Background: an optimization exercise with open tools, aiming at small area. Do not read the settings as production practice.
The RTL was checked by simulation tests, not by an equivalence proof against the original design.
Power is estimated from default activity; no workload was simulated.

==> inputs of v17 <==
==> flow/design.v <==
`timescale 1ns/10ps
module CannyEdge(dAddrRegRow, dAddrRegCol, bWE, bCE, InData, OutData,
	OPMode, bOPEnable, dReadReg, dWriteReg, clk, rst_b);
	input      [2:0] dAddrRegRow, dAddrRegCol;
	input            bWE, bCE;
	input      [7:0] InData;
	output reg [7:0] OutData;
	input      [2:0] OPMode;
	input            bOPEnable;
	input      [3:0] dReadReg, dWriteReg;
	input            clk, rst_b;
	function [16:0] rca;
		input [15:0] a, b;
		input        ci;
		integer k;
		reg c;
		begin
			c = ci;
			for (k = 0; k < 16; k = k + 1) begin
				rca[k] = a[k] ^ b[k] ^ c;
				c = (a[k] & b[k]) | (c & (a[k] ^ b[k]));
			end
			rca[16] = c;
		end
	endfunction
	function geq;
		input [15:0] a, b;
		integer k;
		reg c;
		begin
			c = 1'b1;
			for (k = 0; k < 16; k = k + 1)
				c = (a[k] & ~b[k]) | (c & (a[k] | ~b[k]));
			geq = c;
		end
	endfunction
	function [9:0] mag;
		input [10:0] v;
		integer k;
		reg o;
		begin
			o = 1'b0;
			for (k = 0; k < 10; k = k + 1) begin
				mag[k] = v[k] ^ (v[10] & o);
				o = o | v[k];
			end
		end
	endfunction
	wire wr    = ~bCE & ~bWE;
	wire rd    = ~bCE &  bWE;
	wire run   =  bCE & ~bOPEnable;
	wire run_g = run & (OPMode == 3'd0);
	wire run_s = run & (OPMode == 3'd1);
	wire run_n = run & (OPMode == 3'd2);
	wire run_h = run & (OPMode == 3'd3);
	wire wr_x  = wr & (dWriteReg == 4'd0);
	wire wr_y  = wr & (dWriteReg == 4'd1);
	wire wr_z  = wr & (dWriteReg == 4'd2);
	reg  [7:0]  X [0:24];
	reg  [24:0] xv;           
	reg  [1:0]  yc;           
	reg  [7:0]  z1;           
	reg  [14:0] accG;         
	reg  [10:0] accX, accY;   
	reg  [7:0]  Out_gf, Out_gradient;
	reg  [1:0]  Out_dir;      
	reg         Out_bThres;
	wire [1:0] p = {yc[1] ^ run_h, yc[0]};
	reg  [7:0] nA, nB;
	reg        zA, zB;
	reg  [1:0] aR, aC, bR, bC;
	always @* begin
		case (p)
			2'd0: begin nA = X[7];  nB = X[5];  zA = z1[4]; zB = z1[3]; aR = 1; aC = 2; bR = 1; bC = 0; end
			2'd1: begin nA = X[2];  nB = X[10]; zA = z1[2]; zB = z1[5]; aR = 0; aC = 2; bR = 2; bC = 0; end
			2'd2: begin nA = X[1];  nB = X[11]; zA = z1[1]; zB = z1[6]; aR = 0; aC = 1; bR = 2; bC = 1; end
			default: begin nA = X[0]; nB = X[12]; zA = z1[0]; zB = z1[7]; aR = 0; aC = 0; bR = 2; bC = 2; end
		endcase
	end
	wire [7:0] cen = X[6];
	wire keep = geq({8'd0, cen}, {8'd0, nA}) & geq({8'd0, cen}, {8'd0, nB});
	wire selA = (nA != 8'd0);
	wire [1:0] nR = keep ? (selA ? aR : bR) : 2'd1;
	wire [1:0] nC = keep ? (selA ? aC : bC) : 2'd1;
	wire [2:0] cr = run_n ? {1'b0, nR} : dAddrRegRow;
	wire [2:0] cc = run_n ? {1'b0, nC} : dAddrRegCol;
	wire [4:0] rs, cs;
	genvar g;
	generate
		for (g = 0; g < 5; g = g + 1) begin : dec
			assign rs[g] = (cr == g);
			assign cs[g] = (cc == g);
		end
	endgenerate
	reg [7:0] ov;
	reg       of;
	integer i, j;
	always @* begin
		ov = 8'd0;
		of = 1'b0;
		for (i = 0; i < 5; i = i + 1)
			for (j = 0; j < 5; j = j + 1) begin
				ov = ov | (X[i*5+j] & {8{rs[i] & cs[j]}});
				of = of | (xv[i*5+j] & rs[i] & cs[j]);
			end
	end
	wire [7:0] old = ov & {8{of}};
	wire [7:0] nv  = InData & {8{~bCE}};    
	wire       chg = wr_x | run_n;
	wire [16:0] dsum = rca({8'd0, nv}, {8'hff, ~old}, 1'b1);
	reg        pc;           
	reg [8:0]  d;            
	reg [1:0]  qgp, qgq;     
	reg [2:0]  qsx, qsy;
	reg [1:0] gp, gq;    
	reg [2:0] sx, sy;    
	always @* begin
		gp = 2'd0; gq = 2'd0; sx = 3'd0; sy = 3'd0;
		case ({cr, cc})
			{3'd0,3'd0}: begin gp = 0; gq = 0; sx = 5; sy = 1; end
			{3'd0,3'd1}: begin gp = 1; gq = 1;         sy = 2; end
			{3'd0,3'd2}: begin gp = 1; gq = 0; sx = 1; sy = 1; end
			{3'd0,3'd3}: begin gp = 1; gq = 1; end
			{3'd0,3'd4}: begin gp = 0; gq = 0; end
			{3'd1,3'd0}: begin gp = 1; gq = 1; sx = 6; end
			{3'd1,3'd1}: begin gp = 2; gq = 1; end
			{3'd1,3'd2}: begin gp = 2; gq = 2; sx = 2; end
			{3'd1,3'd3}: begin gp = 2; gq = 1; end
			{3'd1,3'd4}: begin gp = 1; gq = 1; end
			{3'd2,3'd0}: begin gp = 1; gq = 0; sx = 5; sy = 5; end
			{3'd2,3'd1}: begin gp = 2; gq = 2;         sy = 6; end
			{3'd2,3'd2}: begin gp = 3; gq = 0; sx = 1; sy = 5; end
			{3'd2,3'd3}: begin gp = 2; gq = 2; end
			{3'd2,3'd4}: begin gp = 1; gq = 0; end
			{3'd3,3'd0}: begin gp = 1; gq = 1; end
			{3'd3,3'd1}: begin gp = 2; gq = 1; end
			{3'd3,3'd2}: begin gp = 2; gq = 2; end
			{3'd3,3'd3}: begin gp = 2; gq = 1; end
			{3'd3,3'd4}: begin gp = 1; gq = 1; end
			{3'd4,3'd0}: begin gp = 0; gq = 0; end
			{3'd4,3'd1}: begin gp = 1; gq = 1; end
			{3'd4,3'd2}: begin gp = 1; gq = 0; end
			{3'd4,3'd3}: begin gp = 1; gq = 1; end
			{3'd4,3'd4}: begin gp = 0; gq = 0; end
			default: ;
		endcase
	end
	wire [14:0] de = {{6{d[8]}}, d};
	wire [14:0] gP = ~pc ? 15'd0 :
	                 (qgp == 2'd0) ? de :
	                 (qgp == 2'd1) ? {de[12:0], 2'b0} :
	                 (qgp == 2'd2) ? {de[11:0], 3'b0} : {de[10:0], 4'b0};
	wire        gN = pc & (qgq == 2'd1);
	wire [14:0] gQ = ((~pc || qgq == 2'd0) ? 15'd0 : (qgq == 2'd1) ? de : {de[13:0], 1'b0}) ^ {15{gN}};
	wire [14:0] gs = accG ^ gP ^ gQ;
	wire [14:0] gc = (accG & gP) | (accG & gQ) | (gP & gQ);
	wire [16:0] gS = rca({1'b0, gs}, {gc, 1'b0}, gN);
	wire [10:0] d11 = {{2{d[8]}}, d};
	wire        nX = pc & qsx[2];
	wire        nY = pc & qsy[2];
	wire [10:0] tX = ((~pc || qsx[1:0] == 2'd0) ? 11'd0 : (qsx[1:0] == 2'd1) ? d11 : {d11[9:0], 1'b0}) ^ {11{nX}};
	wire [10:0] tY = ((~pc || qsy[1:0] == 2'd0) ? 11'd0 : (qsy[1:0] == 2'd1) ? d11 : {d11[9:0], 1'b0}) ^ {11{nY}};
	wire [16:0] xS = rca({5'd0, accX}, {5'd0, tX}, nX);
	wire [16:0] yS = rca({5'd0, accY}, {5'd0, tY}, nY);
	wire        sgx = accX[10], sgy = accY[10];
	wire [9:0]  ax = mag(accX), ay = mag(accY);
	wire [16:0] gsum = rca({6'd0, ax}, {6'd0, ay}, 1'b0);
	wire [16:0] ws = rca({4'd0, 1'b0, ay, 1'b0}, {4'd0, ~{2'b0, ax}}, 1'b0);
	wire        c1 = ws[11];
	wire        c2 = ~geq({6'd0, ws[11:2]}, {6'd0, ax});
	wire [1:0]  dir = c1 ? 2'd0 : c2 ? ((sgx == sgy) ? 2'd1 : 2'd3) : 2'd2;
	wire bth = (cen >= 8'd15) ||
	           ((cen > 8'd10) && ((nA >= 8'd15) || (nB >= 8'd15) || zA || zB));
	always @(posedge clk or negedge rst_b) begin
		if (!rst_b) begin
			xv   <= 25'd0;
			pc   <= 1'b0;
			accG <= 15'd0;
			accX <= 11'd0;
			accY <= 11'd0;
		end else begin
			for (i = 0; i < 5; i = i + 1)
				for (j = 0; j < 5; j = j + 1)
					if (chg & rs[i] & cs[j]) xv[i*5+j] <= 1'b1;
			pc   <= chg;
			accG <= gS[14:0];
			accX <= xS[10:0];
			accY <= yS[10:0];
		end
	end
	always @(posedge clk) begin
		d   <= dsum[8:0];
		qgp <= gp;
		qgq <= gq;
		qsx <= sx;
		qsy <= sy;
		for (i = 0; i < 5; i = i + 1)
			for (j = 0; j < 5; j = j + 1)
				if (chg & rs[i] & cs[j]) X[i*5+j] <= nv;
		if (wr_y && dAddrRegRow == 3'd1 && dAddrRegCol == 3'd1)
			yc <= (InData == 8'd0)  ? 2'd0 :
			      (InData == 8'd45) ? 2'd1 :
			      (InData == 8'd90) ? 2'd2 : 2'd3;
		if (wr_z)
			case ({dAddrRegRow, dAddrRegCol})
				{3'd0,3'd0}: z1[0] <= (InData == 8'd1);
				{3'd0,3'd1}: z1[1] <= (InData == 8'd1);
				{3'd0,3'd2}: z1[2] <= (InData == 8'd1);
				{3'd1,3'd0}: z1[3] <= (InData == 8'd1);
				{3'd1,3'd2}: z1[4] <= (InData == 8'd1);
				{3'd2,3'd0}: z1[5] <= (InData == 8'd1);
				{3'd2,3'd1}: z1[6] <= (InData == 8'd1);
				{3'd2,3'd2}: z1[7] <= (InData == 8'd1);
				default: ;
			endcase
		if (run_g) Out_gf <= accG[14:7];
		if (run_s) begin
			Out_gradient <= gsum[10:3];
			Out_dir <= dir;
		end
		if (run_h) Out_bThres <= bth;
		if (rd)
			case (dReadReg)
				4'd0: OutData <= Out_gf;
				4'd1: OutData <= Out_gradient;
				4'd2: OutData <= (Out_dir == 2'd0) ? 8'd0 :
				                 (Out_dir == 2'd1) ? 8'd45 :
				                 (Out_dir == 2'd2) ? 8'd90 : 8'd135;
				4'd3: OutData <= ov;
				4'd4: OutData <= {7'd0, Out_bThres};
				default: ;
			endcase
	end
endmodule
==> flow/flow/run.sh <==
#!/bin/bash
# Layout flow: the standard synthesis unchanged, then the standard ORFS
# layout with these changes:
#  - the buffers ABC inserted are removed at floorplan (REMOVE_ABC_BUFFERS);
#    placement repair adds back any that slew, capacitance or timing need;
#  - every input and output port still gets a buffer, but a buf_1 instead of
#    the default clkdlybuf4s50_1;
#  - clock tree: no dummy loads;
#  - before global routing, cells on paths with slack are downsized and the
#    slew and capacitance repair is run again (flow/pre_grt.tcl).
set -euo pipefail
here=$(pwd)
bash standard.sh synth > synth.log 2>&1
bash standard.sh REMOVE_ABC_BUFFERS=1 \
  "BUFFER_PORTS_ARGS=-buffer_cell sky130_fd_sc_hd__buf_1" \
  "CTS_ARGS=-sink_clustering_enable -repair_clock_nets -sink_clustering_size 10 -sink_clustering_max_diameter 60 -buf_list sky130_fd_sc_hd__clkbuf_4 -dont_use_dummy_load" \
  "PRE_GLOBAL_ROUTE_TCL=$here/flow/pre_grt.tcl" \
  finish > layout.log 2>&1
==> flow/flow/pre_grt.tcl <==
# Before global routing: downsize cells on paths with slack, then repair
# any slew or capacitance that the downsizing broke, and legalize.
puts "pre_grt hook: power recovery"
estimate_parasitics -placement
report_wns
repair_timing -recover_power 100 -verbose
repair_design -slew_margin $::env(SLEW_MARGIN) -cap_margin $::env(CAP_MARGIN) -verbose
set_placement_padding -global \
  -left $::env(CELL_PAD_IN_SITES_DETAIL_PLACEMENT) \
  -right $::env(CELL_PAD_IN_SITES_DETAIL_PLACEMENT)
detailed_placement
check_placement -verbose
estimate_parasitics -placement
report_wns
==> flow/standard.sh <==
#!/bin/bash
# synth_recipe.tcl (not shown) runs the flow's synth.tcl, then flattens the netlist and writes it again
# the make line also repeats each setting of config.mk as NAME=value (left out here)
make -C /OpenROAD-flow-scripts/flow DESIGN_CONFIG=/design/flow/config.mk WORK_HOME=/design/flow/orfs CLKGATE_MAP_FILE= SYNTH_SCRIPT=/design/flow/synth_recipe.tcl "${@:-finish}"
==> flow/config.mk <==
export PLATFORM = sky130hd
export DESIGN_NAME = CannyEdge
export DESIGN_NICKNAME = CannyEdge
export VERILOG_FILES = /design/flow/design.v
export SDC_FILE = /design/flow/constraint.sdc
export NUM_CORES = 4
export LEC_CHECK = 0
export ABC_AREA = 1
export CAP_MARGIN = 20
export CORE_MARGIN = 2
export CORE_UTILIZATION = 70
export CTS_BUF_LIST = sky130_fd_sc_hd__clkbuf_8
export CTS_CLUSTER_DIAMETER = 80
export CTS_CLUSTER_SIZE = 16
export GPL_TIMING_DRIVEN = 0
export PLACE_DENSITY = 0.8
export SLEW_MARGIN = 20
==> flow/constraint.sdc <==
create_clock -name core_clock -period 12.0 [get_ports {clk}]
set_input_delay 2.4000 -clock core_clock [delete_from_list [all_inputs] [get_ports {clk}]]
set_output_delay 2.4000 -clock core_clock [all_outputs]
set_load 0.01 [all_outputs]
==> v6: changes against v17 <==
--- a/flow/flow/run.sh
+++ b/flow/flow/run.sh
@@ -14,5 +14,5 @@
 bash standard.sh REMOVE_ABC_BUFFERS=1 \
   "BUFFER_PORTS_ARGS=-buffer_cell sky130_fd_sc_hd__buf_1" \
-  "CTS_ARGS=-sink_clustering_enable -repair_clock_nets -sink_clustering_size 10 -sink_clustering_max_diameter 60 -buf_list sky130_fd_sc_hd__clkbuf_4 -dont_use_dummy_load" \
+  "CTS_ARGS=-sink_clustering_enable -repair_clock_nets -sink_clustering_size 16 -sink_clustering_max_diameter 80 -buf_list sky130_fd_sc_hd__clkbuf_8 -dont_use_dummy_load" \
   "PRE_GLOBAL_ROUTE_TCL=$here/flow/pre_grt.tcl" \
   finish > layout.log 2>&1
==> notes.md <==
Met1 Usage GRT: v17 56.05%; v6 55.31%
Power Internal: v17 1.680 mW; v6 1.703 mW
Share of the core filled with cells: v17 74.29%; v6 74.28%
Total number of vias: v17 12,400; v6 12,280
Routed len/inst: v17 21.06 um; v6 21.06 um
Power Combinational: v17 0.685 mW; v6 0.684 mW
Run status: v17 timing/DRC/antenna clean; v6 timing/DRC/antenna clean
R2R Setup Slk: v17 3.21 ns; v6 3.30 ns
Number of buffers added by the clock tree synthesis step: v17 39; v6 23
Required arrival time at the worst endpoint: v17 12.58 ns; v6 12.50 ns
Non-filler cells, final: v17 2,093; v6 2,076
Relative contribution of sequential cells to total power: v17 53.1%; v6 52.9%
Signed area change from the synthesized netlist to the final layout: v17 4.497%; v6 4.490%
Maximum single-stage delay on the critical path: v17 0.98 ns; v6 0.97 ns
Overall fraction of global-route tracks in use: v17 36.98%; v6 36.46%
Worst slew margin relative to its limit: v17 26.43%; v6 27.53%
Source-to-sink clock delay at the later pin of the worst-skew pair: v17 0.70 ns; v6 0.59 ns
Vias in the first global route: v17 11,790; v6 11,630

port drivers added, routing unchanged:
How much do the figures lean on ideal ports? The routed layouts below were timed once more, with nothing changed but the port constraints. Step 1 assumes that a clkbuf_16 drives the clock port and a buf_2 every other input. Step 2 moves the port delays by t, midway between the first and last clock arrival at a register: inputs arrive t later, outputs are due t later. That takes back most of the time a late clock gives input paths. Three values: no drivers, after step 1, after step 2; two values: the first two.
| run | shift t [ns] | slack for setup (ns) | hold WS [ns] | worst setup path at the end | worst data-port slew with drivers (ns) |
|---|---|---|---|---|---|
| v17 | 0.702 | 0.616 / 0.633 / -0.068 | 0.459 / 0.459 / 0.459 | input to register | 0.05 |
| v6 | 0.615 | 0.641 / 0.655 / 0.041 | 0.464 / 0.464 / 0.464 | input to register | 0.05 |
With both steps, setup timing fails in v17, where it was met with ideal ports. The setup slack of v17, which loses most, moves by +0.017 ns with the drivers and by -0.684 ns with both steps.
